Context: an optimization exercise on an open-source flow, tuned for small area, a short achievable clock period and few clock cycles. The choices shown serve that exercise and are no tape-out recipe.

==> zinc <==
## fast_top_level
module fast_top_level #(
    parameter X_MAX = 64,
    parameter Y_MAX = 64,
    parameter THRESHOLD = 20
) (
    input logic clk, n_rst,
    input logic [7:0] SRAM_in_gaus,
    input logic new_trans, SRAM_in_fast,
    input logic [$clog2(X_MAX) - 1:0] max_x, max_y,
    output logic write_SRAM_fast, read_SRAM_gaus, read_SRAM_fast, write_SRAM_OUT, done,
    output logic signed [$clog2(X_MAX):0] x_addr_gaus, y_addr_gaus, x_addr_fast, y_addr_fast, x_addr_OUT, y_addr_OUT,
    output logic [23:0] SRAM_OUT_wdata
);
Settings: LEC_CHECK=0, CAP_MARGIN=20, CORE_MARGIN=2, CORE_UTILIZATION=40, CTS_CLUSTER_DIAMETER=100, CTS_CLUSTER_SIZE=30, PLACE_DENSITY=0.6, SLEW_MARGIN=20; clock period 8.0 ns.
standard.sh (not shown) runs the stock make flow with config.mk's settings and CLKGATE_MAP_FILE= SYNTH_SCRIPT=/design/flow/synth_recipe.tcl, a recipe that flattens the netlist after the stock synthesis.
==> flow/flow/run.sh <==
#!/bin/bash
# Standard layout, with timing repair aimed below the clock period (setup
# margin) and plain buffers on the ports. The make output goes to
# standard_finish.log; each ORFS step logs to orfs/logs/.
set -euo pipefail
bash standard.sh SETUP_SLACK_MARGIN=5.4 \
    "BUFFER_PORTS_ARGS=-buffer_cell sky130_fd_sc_hd__buf_2" \
    finish > standard_finish.log 2>&1
==> violet: changes against zinc <==
--- a/flow/design.v
+++ b/flow/design.v
@@ -7,39 +7,37 @@
     input logic clk, n_rst,
     input logic [7:0] SRAM_in_gaus,
     input logic new_trans, SRAM_in_fast,
     input logic [$clog2(X_MAX) - 1:0] max_x, max_y,
     output logic write_SRAM_fast, read_SRAM_gaus, read_SRAM_fast, write_SRAM_OUT, done,
     output logic signed [$clog2(X_MAX):0] x_addr_gaus, y_addr_gaus, x_addr_fast, y_addr_fast, x_addr_OUT, y_addr_OUT,
     output logic [23:0] SRAM_OUT_wdata
 );
-localparam int K    = 9;             
+localparam int K    = 13;            
 localparam int P    = K + 6;         
 localparam int CI   = 3 * P + 1;     
 localparam int LEN  = 6 * P + 3;     
 localparam int GI   = 2 * P + 2;     
 localparam int GLEN = 4 * P + 5;     
 localparam int TE   = 3 * P + 3;     
 localparam int TW   = 5 * P + 8;     
 localparam int EO   = TE % P;        
 localparam int WO   = TW % P;
 localparam int AW   = $clog2(X_MAX) + 1;
 logic [5:0] xlast, xm4;              
 logic signed [7:0] hm1;              
 logic signed [7:0] hlim;             
 logic ntq, busy, fin, finq, rg_q;
 logic [6:0] tc;
 logic e_on, w_on;
-always_ff @(posedge clk) begin
-    xlast <= max_x - 6'd1;
-    xm4   <= max_x - 6'd4;
-    hm1   <= $signed({2'b0, max_y}) - 8'sd1;
-    hlim  <= $signed({2'b0, max_y}) - 8'(K);
-end
+assign xlast = max_x - 6'd1;
+assign xm4   = max_x - 6'd4;
+assign hm1   = $signed({2'b0, max_y}) - 8'sd1;
+assign hlim  = $signed({2'b0, max_y}) + 8'sd2 - 8'(K);
 always_ff @(posedge clk, negedge n_rst) begin
     if (!n_rst) begin
         ntq  <= 1'b0;
         busy <= 1'b0;
         rg_q <= 1'b0;
         e_on <= 1'b0;
         w_on <= 1'b0;
         finq <= 1'b0;
@@ -74,41 +72,39 @@
 localparam logic [31:0] M_REND = rmask(0,  P - 1, P - 1, P - 1, P - 1);
 localparam logic [31:0] M_EEND = rmask(EO, P - 1, P - 1, P - 1, P - 1);
 localparam logic [31:0] M_EFST = rmask(EO, 0, 0, 0, 0);
 localparam logic [31:0] M_WFST = rmask(WO, 0, 0, 0, 0);
 localparam logic [31:0] M_EOWN = rmask(EO, 3, K + 2, 3, K + 2);
 localparam logic [31:0] M_ERD  = rmask(EO, 0, 2, P - 1, P - 1);
 localparam logic [31:0] M_WEND = rmask(WO, P - 1, P - 1, P - 1, P - 1);
 localparam logic [31:0] M_WROW = rmask(WO, 1, K, 1, K);
-localparam logic [31:0] M_WRW2 = rmask(WO, K + 1, K + 2, K + 1, K + 2);
-localparam logic [31:0] M_WLST = rmask(WO, K + 2, K + 2, K + 2, K + 2);
+localparam logic [31:0] M_WLST = rmask(WO, K, K, K, K);
 logic [4:0] rr, rq;
-logic r_end, e_end, e_fst, e_own, e_rd, w_end, w_fst, w_row, w_row2, w_lrow;
+logic r_end, e_end, e_fst, e_own, e_rd, w_end, w_fst, w_row, w_lrow;
 assign rq = ntq ? 5'd31 : rr;
 always_ff @(posedge clk) begin
     rr     <= (ntq || r_end) ? 5'd0 : rr + 5'd1;
     r_end  <= M_REND[rq];
     e_end  <= M_EEND[rq];
     e_fst  <= M_EFST[rq];
     w_fst  <= M_WFST[rq];
     e_own  <= M_EOWN[rq];
     e_rd   <= M_ERD[rq];
     w_end  <= M_WEND[rq];
     w_row  <= M_WROW[rq];
-    w_row2 <= M_WRW2[rq];
     w_lrow <= M_WLST[rq];
 end
 logic [5:0] rx, ex, wx;
 logic [6:0] ry0, ey0, wy0;
 logic signed [7:0] ry;
 logic [3:1] eml, emr, wml, wmr;
-stage_pos #(.K(K)) pos_r (.clk(clk), .init(ntq), .adv(1'b1), .colend(r_end),
+stage_pos #(.K(K)) pos_r (.clk(clk), .init(ntq), .adv(busy), .colend(r_end),
                           .xlast(xlast), .xm4(xm4), .x(rx), .y0(ry0), .y(ry), .ml(), .mr());
-stage_pos #(.K(K), .PRE(1)) pos_e (.clk(clk), .init(ntq), .adv(1'b1), .colend(e_end),
+stage_pos #(.K(K)) pos_e (.clk(clk), .init(ntq), .adv(e_on), .colend(e_end),
                           .xlast(xlast), .xm4(xm4), .x(ex), .y0(ey0), .y(), .ml(eml), .mr(emr));
 stage_pos #(.K(K)) pos_w (.clk(clk), .init(ntq), .adv(w_on), .colend(w_end),
                           .xlast(xlast), .xm4(xm4), .x(wx), .y0(wy0), .y(), .ml(wml), .mr(wmr));
 assign read_SRAM_gaus = rg_q;
 assign x_addr_gaus    = {1'b0, rx};
 assign y_addr_gaus    = ry[AW-1:0];
 logic [8*LEN-1:0] pl;
 always_ff @(posedge clk)
@@ -144,29 +140,21 @@
 function automatic logic ge_c(input logic [7:0] a, input logic [7:0] nb);
     logic cy;
     cy = 1'b1;
     for (int i = 0; i < 8; i++)
         cy = (a[i] & nb[i]) | (a[i] & cy) | (nb[i] & cy);
     ge_c = cy;
 endfunction
 logic [NR-1:0] sb, sd;               
-logic [2:0] p1b, p1d;
-always_ff @(posedge clk) begin
-    p1b <= {p1b[1:0], sb[0]};
-    p1d <= {p1d[1:0], sd[0]};
-end
 always_comb begin
     for (int k = 0; k < NR; k++) begin
         if (k == 14) begin
             sb[k] = 1'b0;
             sd[k] = 1'b0;
-        end else if (k == 8) begin
-            sb[k] = p1d[2];
-            sd[k] = p1b[2];
         end else begin
             sb[k] = cp_ok && ge_c(pl[8*ptap(rdx(k), rdy(k)) +: 8], cpn);
             sd[k] = cm_ok && ge_c(cm, ~pl[8*ptap(rdx(k), rdy(k)) +: 8]);
         end
     end
 end
 logic [NR-1:0] sbm, sdm;
 always_comb begin
@@ -230,64 +218,62 @@
     gtap = GI - (dx * P + dy);
 endfunction
 function automatic logic gf(input integer dx, input integer dy,
                             input logic [GLEN-1:0] g, input logic [3:1] ml, mr);
     if (dx > 0)      gf = g[gtap(dx, dy)] && !mr[dx];
     else if (dx < 0) gf = g[gtap(dx, dy)] && !ml[-dx];
     else             gf = g[gtap(dx, dy)];
 endfunction
-logic ring_any, ring_later, w_last, w_lband;
+logic ring_any, ring_later, w_last;
 always_comb begin
     ring_later = gf(-2, 1, gl, wml, wmr) | gf(-1, 2, gl, wml, wmr) | gf(0, 2, gl, wml, wmr)
                | gf(1, 2, gl, wml, wmr)  | gf(2, 1, gl, wml, wmr)  | gf(2, 0, gl, wml, wmr);
     ring_any   = ring_later
                | gf(2, -1, gl, wml, wmr) | gf(1, -2, gl, wml, wmr) | gf(0, -2, gl, wml, wmr)
                | gf(-1, -2, gl, wml, wmr) | gf(-2, -1, gl, wml, wmr) | gf(-2, 0, gl, wml, wmr);
 end
-assign w_lband = $signed({1'b0, wy0}) >= hlim;
-assign w_last  = w_lrow && (wx == xlast) && w_lband;
+assign w_last = w_lrow && (wx == xlast) && ($signed({1'b0, wy0}) >= hlim);
 assign fin    = w_on && w_last;
 logic wo_q, yel_q;
 logic [6:0] ey0_w3;
 assign ey0_w3 = wy0 - 7'd3;
 logic [5:0] xo_q;
 logic [6:0] yo_q;
 always_ff @(posedge clk, negedge n_rst) begin
     if (!n_rst) wo_q <= 1'b0;
-    else        wo_q <= w_on && (w_row || (w_row2 && w_lband)) && (gl[GI] || ring_any);
+    else        wo_q <= w_on && w_row && (gl[GI] || ring_any);
 end
 always_ff @(posedge clk) begin
     xo_q  <= wx;
     yo_q  <= w_fst ? ey0_w3 : yo_q + 7'd1;
     yel_q <= gl[GI] && !ring_later;
 end
 assign write_SRAM_OUT = wo_q;
 assign x_addr_OUT     = {1'b0, xo_q};
 assign y_addr_OUT     = yo_q;
 assign SRAM_OUT_wdata = {8'hFF, yel_q ? 8'hFF : 8'h20, yel_q ? 8'h00 : 8'h90};
 endmodule
 module stage_pos #(
-    parameter int K = 13,
-    parameter bit PRE = 0                    
+    parameter int K = 13
 ) (
     input  logic clk,
     input  logic init, adv, colend,
     input  logic [5:0] xlast, xm4,           
     output logic [5:0] x,
     output logic [6:0] y0,
     output logic signed [7:0] y,
     output logic [3:1] ml, mr
 );
 always_ff @(posedge clk) begin
     if (init) begin
-        x  <= PRE ? xm4 : 6'd0;
-        y0 <= PRE ? -7'(K) : 7'd0;
+        x  <= '0;
+        y0 <= '0;
         y  <= -8'sd3;
-        ml <= PRE ? 3'b000 : 3'b111;
+        ml <= 3'b111;
         mr <= 3'b000;
     end else if (adv) begin
         if (colend) begin
             if (x == xlast) begin
                 x  <= '0;
                 y0 <= y0 + 7'(K);
                 y  <= $signed({1'b0, y0}) + 8'(K - 3);
                 ml <= 3'b111;
==> impl_summary.log <==
INFO  metric run_status = no timing/DRC/antenna violations
INFO  metric critPathBufInv = 0
INFO  metric yosys_warnings = 21
INFO  metric cpLargestDelayFamily = compound AO/OA/AOI/OAI gates
INFO  metric tritoncts.num_buffers = between 40 and 50
INFO  metric rr_worst_depth = 9
INFO  metric reg2reg_from = pl[464]
INFO  metric final_cell_mix = sky130_fd_sc_hd__dfxtp_1 (1083), sky130_fd_sc_hd__nor2_1 (129), sky130_fd_sc_hd__nand2_1 (90)
INFO  metric avgSynthCellArea = about 13 sq um
(the above is from violet)
==> impl_summary.log <==
INFO  metric tritoncts.num_buffers = 38
INFO  metric reg2reg_from = cpn[1]
INFO  metric cpLargestDelayFamily = flip-flops
INFO  metric run_status = no timing/DRC/antenna violations
INFO  metric critPathBufInv = 2
INFO  metric yosys_warnings = 22
(the above is from zinc)
No run of this note included a check of the RTL's function; only the layout flow was run.

-- afterwards: timing with drivers on the ports --
In the flow no input, the clock included, has a driving cell. The finished layouts below were timed again as built, in two steps.
Step 1 sets driving cells, clkbuf_16 on the clock port and buf_2 on the other inputs (assumed; they add their load-dependent delay and slew).
Step 2 also shifts input and output timing later by t, the mid clock arrival at the registers, as if the neighbouring blocks saw the same clock.
Slacks: no drivers / after step 1 / after step 2; pairs: no drivers / after step 1.
run | t, ns | setup WS [ns] | hold WS [ns]
zinc | 0.645 | 5.213 / 5.156 / 5.254 | 0.321 / 0.321 / 0.321
violet | 0.666 | 4.923 / 4.923 / 4.266 | 0.308 / 0.308 / 0.308
After both steps every run listed still meets setup and hold. For violet, which loses most, drivers alone change the setup slack by 0.000 ns; drivers and shift together by -0.657 ns.
